From an optimization exercise on the open Yosys and OpenROAD flow, aimed at small area and a short achievable clock period; shortcuts taken in it are not production practice. RTL that was checked went through simulation tests only; none was proved equivalent to the original.

==> inputs of job 3446 <==
// wbDualPortBRAM
module wbDualPortBRAM #(
    parameter ADDR_WIDTH = 7,
    parameter DATA_WIDTH = 32,
    localparam MEM_SIZE   = (1 << ADDR_WIDTH)
) (
    input wire                            i_clk,
    input wire                            i_rst,
    input wire                            i_wb_cyc,
    input wire                            i_wb_stb,
    input wire                            i_wb_we,
    input wire [ADDR_WIDTH-1:0]           i_wb_adr,
    input wire [DATA_WIDTH-1:0]           i_wb_dat,
    input wire [DATA_WIDTH/8-1:0]         i_wb_sel,
    output reg                            o_wb_ack,
    output reg [DATA_WIDTH-1:0]           o_wb_dat,
    output reg                            o_wb_err
);
==> module wbbram_ao22, before the edit <==
module wbbram_ao22 (input wire a1, a2, b1, b2, output wire y);
    assign y = (a1 & a2) | (b1 & b2);
endmodule
==> module wbbram_aoi222, before the edit <==
module wbbram_aoi222 (input wire a1, a2, b1, b2, c1, c2, output wire y);
    assign y = ~((a1 & a2) | (b1 & b2) | (c1 & c2));
endmodule
==> module wbbram_aoi22, before the edit <==
module wbbram_aoi22 (input wire a1, a2, b1, b2, output wire y);
    assign y = ~((a1 & a2) | (b1 & b2));
endmodule
==> module wbbram_nand2, before the edit <==
module wbbram_nand2 (input wire a, b, output wire y);
    assign y = ~(a & b);
endmodule
==> module wbbram_nor2, before the edit <==
module wbbram_nor2 (input wire a, b, output wire y);
    assign y = ~(a | b);
endmodule
==> module wbbram_nand4, before the edit <==
module wbbram_nand4 (input wire a, b, c, d, output wire y);
    assign y = ~(a & b & c & d);
endmodule
==> module wbbram_nand3, before the edit <==
module wbbram_nand3 (input wire a, b, c, output wire y);
    assign y = ~(a & b & c);
endmodule
==> module wbbram_nor4, before the edit <==
module wbbram_nor4 (input wire a, b, c, d, output wire y);
    assign y = ~(a | b | c | d);
endmodule
==> module wbbram_nor3, before the edit <==
module wbbram_nor3 (input wire a, b, c, output wire y);
    assign y = ~(a | b | c);
endmodule
==> module wbbram_rdbit, before the edit <==
module wbbram_rdbit (
    input  wire [127:0] sel,
    input  wire [127:0] bits,
    output wire         y
);
    wire [42:0] g_n;
    for (genvar g = 0; g < 42; g++) begin : g_l1
        wbbram_aoi222 u (.a1(sel[3*g]), .a2(bits[3*g]), .b1(sel[3*g+1]), .b2(bits[3*g+1]),
                         .c1(sel[3*g+2]), .c2(bits[3*g+2]), .y(g_n[g]));
    end
    wbbram_aoi22 u_l1_last (.a1(sel[126]), .a2(bits[126]), .b1(sel[127]), .b2(bits[127]), .y(g_n[42]));
    wire [10:0] h;
    for (genvar g = 0; g < 10; g++) begin : g_l2
        wbbram_nand4 u (.a(g_n[4*g]), .b(g_n[4*g+1]), .c(g_n[4*g+2]), .d(g_n[4*g+3]), .y(h[g]));
    end
    wbbram_nand3 u_l2_last (.a(g_n[40]), .b(g_n[41]), .c(g_n[42]), .y(h[10]));
    wire [2:0] j_n;
    wbbram_nor4 u_l3_0 (.a(h[0]), .b(h[1]), .c(h[2]),  .d(h[3]), .y(j_n[0]));
    wbbram_nor4 u_l3_1 (.a(h[4]), .b(h[5]), .c(h[6]),  .d(h[7]), .y(j_n[1]));
    wbbram_nor3 u_l3_2 (.a(h[8]), .b(h[9]), .c(h[10]), .y(j_n[2]));
    wbbram_nand3 u_l4 (.a(j_n[0]), .b(j_n[1]), .c(j_n[2]), .y(y));
endmodule
==> module wbDualPortBRAM, before the edit <==
module wbDualPortBRAM #(
    parameter ADDR_WIDTH = 7,
    parameter DATA_WIDTH = 32,
    localparam MEM_SIZE   = (1 << ADDR_WIDTH)
) (
    input wire                            i_clk,
    input wire                            i_rst,
    input wire                            i_wb_cyc,
    input wire                            i_wb_stb,
    input wire                            i_wb_we,
    input wire [ADDR_WIDTH-1:0]           i_wb_adr,
    input wire [DATA_WIDTH-1:0]           i_wb_dat,
    input wire [DATA_WIDTH/8-1:0]         i_wb_sel,
    output reg                            o_wb_ack,
    output reg [DATA_WIDTH-1:0]           o_wb_dat,
    output reg                            o_wb_err
);
    localparam NB = DATA_WIDTH/8;
    logic [MEM_SIZE-1:0][DATA_WIDTH-1:0] mem;
    logic                  ack_q;
    logic [MEM_SIZE-1:0]   rsel_q;      
    assign o_wb_err = 1'b0;
    wire req = i_wb_stb && i_wb_cyc;
    always_ff @(posedge i_clk or posedge i_rst) begin
        if (i_rst) begin
            ack_q    <= 1'b0;
            o_wb_ack <= 1'b0;
        end else begin
            ack_q    <= req;
            o_wb_ack <= ack_q;
        end
    end
    wire [NB-1:0] wbe = i_wb_sel & {NB{req && i_wb_we && !i_rst}};
    wire [15:0] hi, hi_n;
    wire [7:0]  lo_n;
    for (genvar h = 0; h < 16; h++) begin : g_hi
        assign hi[h]   = (i_wb_adr[6:3] == h);
        assign hi_n[h] = ~hi[h];
    end
    wire [7:0][NB-1:0] lob, lob_n;
    for (genvar l = 0; l < 8; l++) begin : g_lo
        assign lo_n[l] = ~(i_wb_adr[2:0] == l);
        for (genvar b = 0; b < NB; b++) begin : g_b
            assign lob[l][b]   = (i_wb_adr[2:0] == l) & wbe[b];
            assign lob_n[l][b] = ~lob[l][b];
        end
    end
    logic [MEM_SIZE-1:0][DATA_WIDTH-1:0] mem_d;
    logic [MEM_SIZE-1:0] dec;           
    for (genvar w = 0; w < MEM_SIZE; w++) begin : g_word
        wbbram_nor2 u_dec (.a(hi_n[w/8]), .b(lo_n[w%8]), .y(dec[w]));
        for (genvar b = 0; b < NB; b++) begin : g_byte
            wire load, keep;
            wbbram_nor2  u_ld (.a(hi_n[w/8]), .b(lob_n[w%8][b]), .y(load));
            wbbram_nand2 u_kp (.a(hi[w/8]),   .b(lob[w%8][b]),   .y(keep));
            for (genvar i = 0; i < 8; i++) begin : g_bit
                wbbram_ao22 u_nx (.a1(mem[w][b*8+i]), .a2(keep), .b1(i_wb_dat[b*8+i]), .b2(load),
                                  .y(mem_d[w][b*8+i]));
            end
        end
    end
    always_ff @(posedge i_clk)
        mem <= mem_d;
    always_ff @(posedge i_clk)
        rsel_q <= dec;
    logic [DATA_WIDTH-1:0] rd;
    for (genvar i = 0; i < DATA_WIDTH; i++) begin : g_rd
        wire [MEM_SIZE-1:0] col;
        for (genvar w = 0; w < MEM_SIZE; w++) begin : g_col
            assign col[w] = mem[w][i];
        end
        wbbram_rdbit u_rd (.sel(rsel_q), .bits(col), .y(rd[i]));
    end
    always_ff @(posedge i_clk)
        o_wb_dat <= rd;
endmodule
Settings: LEC_CHECK=0, CAP_MARGIN=20, CELL_PAD_IN_SITES_DETAIL_PLACEMENT=1, CELL_PAD_IN_SITES_GLOBAL_PLACEMENT=2, CORE_MARGIN=2, CORE_UTILIZATION=62, CTS_BUF_LIST=sky130_fd_sc_hd__clkbuf_16, CTS_CLUSTER_DIAMETER=60, CTS_CLUSTER_SIZE=30, PLACE_DENSITY=0.75, SLEW_MARGIN=20, SYNTH_HIERARCHICAL=1; clock period 6.5 ns.
standard.sh (not shown) runs the stock make flow with config.mk's settings and CLKGATE_MAP_FILE= SYNTH_SCRIPT=/design/flow/synth_recipe.tcl, a recipe that flattens the netlist after the stock synthesis.
==> flow/flow/run.sh <==
#!/bin/bash
set -euo pipefail
MARGIN=$(cat flow/setup_margin.txt)
bash standard.sh SETUP_SLACK_MARGIN=0 synth floorplan > flow_1_synth_floorplan.log 2>&1
bash standard.sh SETUP_SLACK_MARGIN="$MARGIN" finish > flow_2_place_to_finish.log 2>&1
==> flow/flow/setup_margin.txt <==
3.7
==> inputs of job 8730, as changes to job 3446 <==
==> flow/design.v (replaced) <==
`default_nettype none
`timescale 1ps/1ps
module wbDualPortBRAM #(
    parameter ADDR_WIDTH = 7,
    parameter DATA_WIDTH = 32,
    localparam MEM_SIZE   = (1 << ADDR_WIDTH)
) (
    input wire                            i_clk,
    input wire                            i_rst,
    input wire                            i_wb_cyc,
    input wire                            i_wb_stb,
    input wire                            i_wb_we,
    input wire [ADDR_WIDTH-1:0]           i_wb_adr,
    input wire [DATA_WIDTH-1:0]           i_wb_dat,
    input wire [DATA_WIDTH/8-1:0]         i_wb_sel,
    output reg                            o_wb_ack,
    output reg [DATA_WIDTH-1:0]           o_wb_dat,
    output reg                            o_wb_err
);
    localparam NB = DATA_WIDTH/8;
    logic [MEM_SIZE-1:0][DATA_WIDTH-1:0] mem;
    logic                  ack_q;
    logic [DATA_WIDTH-1:0] rdat_q;
    assign o_wb_err = 1'b0;
    wire req = i_wb_stb && i_wb_cyc;
    always_ff @(posedge i_clk or posedge i_rst) begin
        if (i_rst) begin
            ack_q    <= 1'b0;
            o_wb_ack <= 1'b0;
        end else begin
            ack_q    <= req;
            o_wb_ack <= ack_q;
        end
    end
    logic [MEM_SIZE-1:0] dec;
    for (genvar w = 0; w < MEM_SIZE; w++) begin : g_dec
        assign dec[w] = (i_wb_adr == w);
    end
    wire [NB-1:0] wbe = i_wb_sel & {NB{req && i_wb_we && !i_rst}};
    for (genvar w = 0; w < MEM_SIZE; w++) begin : g_word
        for (genvar b = 0; b < NB; b++) begin : g_byte
            always_ff @(posedge i_clk)
                if (wbe[b] && dec[w])
                    mem[w][b*8 +: 8] <= i_wb_dat[b*8 +: 8];
        end
    end
    logic [MEM_SIZE-1:0][DATA_WIDTH-1:0] sel_w;
    for (genvar w = 0; w < MEM_SIZE; w++) begin : g_rd
        assign sel_w[w] = mem[w] & {DATA_WIDTH{dec[w]}};
    end
    logic [DATA_WIDTH-1:0] rd;
    always_comb begin
        rd = '0;
        for (int w = 0; w < MEM_SIZE; w++)
            rd = rd | sel_w[w];
    end
    always_ff @(posedge i_clk) begin
        rdat_q   <= rd;
        o_wb_dat <= rdat_q;
    end
endmodule
==> flow/run.sh (new file) <==
#!/bin/bash
# synth_recipe.tcl (not shown) runs the flow's synth.tcl, then flattens the netlist and writes it again
# the make line also repeats each setting of config.mk as NAME=value (left out here)
make -C /OpenROAD-flow-scripts/flow DESIGN_CONFIG=/design/flow/config.mk WORK_HOME=/design/flow/orfs CLKGATE_MAP_FILE= SYNTH_SCRIPT=/design/flow/synth_recipe.tcl finish
--- a/flow/config.mk
+++ b/flow/config.mk
@@ -11,8 +11,8 @@
 export CORE_MARGIN = 2
-export CORE_UTILIZATION = 62
-export CTS_BUF_LIST = sky130_fd_sc_hd__clkbuf_16
+export CORE_UTILIZATION = 60
+export CTS_BUF_LIST = sky130_fd_sc_hd__clkbuf_8
 export CTS_CLUSTER_DIAMETER = 60
-export CTS_CLUSTER_SIZE = 30
-export PLACE_DENSITY = 0.75
+export CTS_CLUSTER_SIZE = 40
+export PLACE_DENSITY = 0.7
+export SETUP_SLACK_MARGIN = 4.0
 export SLEW_MARGIN = 20
-export SYNTH_HIERARCHICAL = 1
removed: flow/flow/run.sh
removed: flow/flow/setup_margin.txt
removed: flow/standard.sh
==> reports/results.txt <==
Initial Utilization = 0.624
Seq cells post-synth = 4258
Async S/R FF share, synth = 0.000470
status = aborted with a tool error
Main synth FF type = dfxtp_1
Stopped at = global placement without I/O (3_1_place_gp_skip_io)
stop err = [ERROR GPL-0301] Utilization 102.224 % exceeds 100%.
most frequent cells after synthesis = dfxtp_1, a22o_1, a222oi_1
Post-Synthesis Cells = 11500
[end of results for job 3446]
==> reports/results.txt <==
Stopped at = global routing (5_1_grt)
placer congestion estimate = 1.15
status = aborted with a tool error
Post-Synthesis Cells = 9040
post-cts resize count = 1271
most frequent cells after synthesis = edfxtp_1, a22oi_1, nor2_1
Main synth FF type = edfxtp_1
# rows = 186
Initial Utilization = 0.604
Seq cells post-synth = 4162
stop err = [ERROR GRT-0116] Global routing finished with congestion. Check the congestion regions in the DRC Viewer.
[end of results for job 8730]
Only the layout flow was run in job 8730; the RTL was not checked for function there.
